This is an optimization exercise on Yosys and OpenROAD, whose aim is small area and a short achievable clock period, not a production implementation. In this exercise RTL edits were held to simulation tests only and were not proved equivalent to the original. No activity file was given, so power comes from the tool's default toggle rates.

**flow/config.mk**
```make
export PLATFORM = sky130hd
export DESIGN_NAME = fir_low_pass_filter
export DESIGN_NICKNAME = fir_low_pass_filter
export VERILOG_FILES = /design/flow/design.v
export SDC_FILE = /design/flow/constraint.sdc
export NUM_CORES = 4
export LEC_CHECK = 0
export CAP_MARGIN = 20
export CORE_MARGIN = 2
export CORE_UTILIZATION = 40
export SLEW_MARGIN = 20
```
**flow/constraint.sdc**
```tcl
create_clock -name core_clock -period 11.0 [get_ports {clk}]
set_input_delay 2.2000 -clock core_clock [delete_from_list [all_inputs] [get_ports {clk}]]
set_output_delay 2.2000 -clock core_clock [all_outputs]
set_load 0.01 [all_outputs]
```
**flow/design.v**
```verilog
`timescale 1ns/1ps
module fir_low_pass_filter(Data_out,
                           Data_in,
                           clk,
                           rst);
      parameter order = 32;
      parameter word_size_in = 8;
      parameter word_size_out = 2*word_size_in;
      parameter b0 = 8'd0;
      parameter b1 = 8'd2;
      parameter b2 = 8'd3;
      parameter b3 = 8'd4;
      parameter b4 = 8'd4;
      parameter b5 = 8'd2;
      parameter b6 = 8'd0;
      parameter b7 = 8'd0;
      parameter b8 = 8'd0;
      parameter b9 = 8'd0;
      parameter b10 = 8'd0;
      parameter b11 = 8'd5;
      parameter b12 = 8'd18;
      parameter b13 = 8'd32;
      parameter b14 = 8'd44;
      parameter b15 = 8'd50;
      parameter b16 = 8'd50;
      parameter b17 = 8'd44;
      parameter b18 = 8'd32;
      parameter b19 = 8'd18;
      parameter b20 = 8'd5;
      parameter b21 = 8'd0;
      parameter b22 = 8'd0;
      parameter b23 = 8'd0;
      parameter b24 = 8'd0;
      parameter b25 = 8'd0;
      parameter b26 = 8'd2;
      parameter b27 = 8'd4;
      parameter b28 = 8'd4;
      parameter b29 = 8'd3;
      parameter b30 = 8'd2;
      parameter b31 = 8'd0;
      output [word_size_out-1:0] Data_out;
      input [word_size_in-1:0] Data_in;
      input clk,rst;
      reg [word_size_in-1:0] Samples [1:order];
      integer k;
      assign Data_out = b0 * Data_in +
                        b1 * Samples[1] +
                        b2 * Samples[2] +
                        b3 * Samples[3] +
                        b4 * Samples[4] +
                        b5 * Samples[5] +
                        b6 * Samples[6] +
                        b7 * Samples[7] +
                        b8 * Samples[8] +
                        b9 * Samples[9] +
                        b10 * Samples[10] +
                        b11 * Samples[11] +
                        b12 * Samples[12] +
                        b13 * Samples[13] +
                        b14 * Samples[14] +
                        b15 * Samples[15] +
                        b16 * Samples[16] +
                        b17 * Samples[17] +
                        b18 * Samples[18] +
                        b19 * Samples[19] +
                        b20 * Samples[20] +
                        b21 * Samples[21] +
                        b22 * Samples[22] +
                        b23 * Samples[23] +
                        b24 * Samples[24] +
                        b25 * Samples[25] +
                        b26 * Samples[26] +
                        b27 * Samples[27] +
                        b28 * Samples[28] +
                        b29 * Samples[29] +
                        b30 * Samples[30] +
        				b31 * Samples[31];
      always @ (posedge clk)
        if(rst == 1)
          begin
            for(k=1;k<=order;k=k+1)
              Samples[k] <= 0;
          end
      else
        begin
          Samples[1] <= Data_in;
          for(k=2;k<=order;k=k+1)
            Samples[k] <= Samples[k-1];
        end
endmodule
```
**flow/run.sh**
```bash
#!/bin/bash
# synth_recipe.tcl (not shown) runs the flow's synth.tcl, then flattens the netlist and writes it again
# the make line also repeats each setting of config.mk as NAME=value (left out here)
make -C /OpenROAD-flow-scripts/flow DESIGN_CONFIG=/design/flow/config.mk WORK_HOME=/design/flow/orfs CLKGATE_MAP_FILE= SYNTH_SCRIPT=/design/flow/synth_recipe.tcl finish
```
==> impl_metrics.csv <==
group,metric,value,unit
outcome,status,"complete, no violations",
cts,cts-buffers-inserted,26,
die,initial_core_util,40.45,%
setup_path,crit_start,"Samples[16][4]",
global_routing,grt_pass1_wl,50.03,mm
flow_run,cap_violations,0,
finish,nFillCells,3478,
timing,fmax,94.40,MHz
route,vias,8778,
finish,drive_above_1_share,3.290,%
die,ios,26,
timing,worstMarginPinSlew,0.9758,ns
setup_path,critical-path-slowest-cell,"fa_1",
timing,finalHoldViolCount,0,
cts,cts_tree,"yes",
synthesis,synth.avg_cell_area,10.74,µm²
route,drc_errors,0,
synthesis,netlist_instances,1415,
finish,final-seq-area,4805,µm²
timing,fin_crit_sh,96.30,%
setup_path,slowest_delay,0.54,ns
setup_path,ff2ff_setup_slack,10.10,ns
cts,cts_htree_levels,1,
route,firstDrtPassIters,4,
cts,insertion_delay,0.52,ns
die,die-height,198.9,µm
cts,hold_buffers,0,
synthesis,synth_area,15200,µm²
route,vias_per_cell,4.456,
global_routing,grt_pass1_vias,9556,
global_routing,grt_usage,16.61,%
setup_path,endpoint_kind,"output pin",
synthesis,ys_types,35,
finish,nNetsFinal,1840,
timing,slew_viol_final,0,
setup_path,start_kind,"flip-flop",
global_routing,overflow,0,
timing,postLayoutSetupSlackWorst,0.4067,ns
synthesis,ys_ff_latch,240,
finish,final_common_cell,"inv_1",
cts,cts_sinks,240,
timing,rsz0062_at_grt,"false",
placement,io_buffers,25,
setup_path,crit_path_end,"Data_out[13]",
finish,final_cell_mix,"inv_1 (321), dfxtp_1 (240), nor2b_1 (217), fa_1 (205), ha_1 (181)",
timing,slew_headroom,34.95,%
timing,fin_skew,0.01001,ns
global_routing,grt_max_degree,90,
placement,hpwl,24.98,mm
route,totalWireLength,30.64,mm
cts,clk_pin_slew,0.06,ns
setup_path,critPathKind,"flip-flop to output pin",
route,wl_per_cell,15.55,µm
setup_path,r2r_start,"Samples[17][4]",
setup_path,required,8.80,ns
timing,min_period,10.59,ns
finish,reg_top3,"Samples (240)",
cts,clockBufferDepth,3,
pwr,power_density,110.8,nW/µm²
timing,setup-tns-final,0,ns
finish,multi_input_area,9117,µm²
pwr,peakVddDrop,0.09629,mV
die,core-area,37580,µm²
min_path,holdCritPathClass,"flip-flop to flip-flop",
setup_path,cp.arrival,8.39,ns
cts,clockRootBuffer,"clkbuf_16",
finish,largest-register,"Samples",
die,dieWidth,198.9,µm
setup_path,r2r_end,"Samples[18][4]",
route,postRouteAntennaNets,0,
die,row_count,71,
synthesis,syn-num-nets,1811,
placement,pre_cts_ws,0.8338,ns
placement,gp_congestion,0.8835,
finish,syn2layout_area_growth,10.96,%
timing,setup_viol,0,
setup_path,crit_path_frequent_cell,"fa_1",
pwr,p_leak,0.008090,µW
setup_path,ff2ff_path_depth,1,
route,drtIter0Drc,343,
finish,largest_reg_flops,240,
finish,diodes,0,
die,dieArea,39580,µm²
synthesis,synth-seq-area-share,31.61,%
global_routing,antenna_found_initial,0,
synthesis,synthesis.yosys.warnings,2,
setup_path,critPathMaxFanout,6,
worst max-delay path: cells and delay by family, from the launching register on:
family / cells / cell delay, ns
adder cells (fa/ha/maj): 12 / 5.11
AND/OR/NAND/NOR: 3 / 0.35
buffers and inverters: 6 / 0.71
AO/OA/AOI/OAI: 4 / 0.86
flip-flops: 1 / 0.39
multiplexers: 1 / 0.21
XOR/XNOR: 1 / 0.23
final cells by class:
| class | instances | share of cell area, % |
|---|---|---|
| clock inverters | 6 | 0.6528 |
| clock buffers | 37 | 4.288 |
| well taps | 511 | 3.791 |
| flip-flops and latches | 240 | 28.49 |
| inverters | 321 | 7.144 |
| multi-input cells | 828 | 54.06 |
| repair buffers | 27 | 1.580 |
what timing repair did:
item | in CTS | in global routing
setup buffers | 0 | 0
resized for setup | 0 | 7
setup endpoints to repair | 0 | 4
worst min-delay path by stage:
stage / start / to / slack (ns) / cells past startpoint
final: Samples[23][5] / Samples[24][5] / 0.43 / 1
after global routing: Samples[7][6] / Samples[8][6] / 0.45 / 1
after CTS: Samples[8][5] / Samples[9][5] / 0.43 / 1
after detailed placement: Samples[9][7] / Samples[10][7] / 0.42 / 1
after global placement: Samples[9][5] / Samples[10][5] / 0.42 / 1
after floorplan: Samples[9][0] / Samples[10][0] / 0.41 / 1
through the flow:
step                instance area (µm²)  total power, µW  hold WS, ns  instances  utilization (%)
floorplan                         15200            975.2       0.4138       1415                -
global placement                  16010             1023       0.4160       1927            42.60
detailed placement                16010             1025       0.4204       1927            42.60
CTS                               16840             1894       0.4322       1970            44.82
global route                      16870             1941       0.4509       1970            44.88
finish                            16870             1869       0.4269       1970            44.88
per-layer routing:
layer / up-vias / global-route usage, % / part of all wire [%]
li1: 4302 / - / -
met1: 4276 / 22.48 / 45
met2: 146 / 27.49 / 47
met3: 54 / 2.408 / 4.8
met4: 0 / 5.196 / 3.3
met5: - / 0 / 0
cell usage after synthesis:
cell,count,area (µm²)
a41oi_1,1,8.760
a211oi_2,2,25.02
o21ai_2,2,17.52
nor2_1,62,232.7
nand4_1,2,12.51
a21o_1,11,82.58
xnor2_1,35,306.5
o41ai_2,2,32.53
fa_1,205,4104
o22ai_1,2,12.51
nor3_1,7,35.03
ha_1,181,2265
nand2_1,11,41.29
nand3_1,1,5.000
o21ai_1,1,5.000
buf_1,1,3.750
or3_1,3,18.77
dfxtp_1,240,4805
nand3b_1,1,7.510
clkbuf_1,25,93.84
a21boi_0,1,7.510
nor2b_1,218,1364
o21ai_0,20,100.1
mux2i_1,1,10.01
a221oi_1,1,8.760
a21oi_1,27,135.1
and2b_1,1,7.510
o41ai_1,2,17.52
a31oi_1,1,6.260
o211ai_1,2,15.01
xor2_1,17,148.9
o21bai_1,4,30.03
a31o_1,1,8.760
a211oi_1,3,22.52
inv_1,321,1205
cell families after synthesis:
group	share of synthesized area (%)
DFF	31.61
adders and majority gates	41.90
AOI/OAI and AO/OA	3.523
muxes	0.06585
xor gates and xnor gates	2.996
and+or+nand+nor	11.34
buffers and inverters	8.569
where the power goes:
part / switching [µW] / internal (µW)
clock: 343 / 523
sequential: 4.18 / 874
combinational: 71.0 / 53.7

## re-timing with driven ports
The flow's constraints put no driver on any port. The routed layout listed below was extracted and timed again, unchanged, in two steps. Step 1 sets driving cells, clkbuf_16 on the clock port and buf_2 on the other inputs (assumed; they add their load-dependent delay and slew). Step 2, shift: input delay + t, output delay - t, t = (earliest + latest rising clock arrival at the registers) / 2. This alone moves slack from input paths to output paths. Three values: ideal ports, drivers, drivers and shift; two values: the first two.
t, ns: 0.570
setup slack, ns: 0.407 / 0.357 / 0.926
hold WS [ns]: 0.427 / 0.427 / 0.427
worst setup path at the end: register to output
After both steps this run still meets setup and hold. For this run, drivers alone change the setup slack by -0.050 ns; drivers and shift together by +0.519 ns.
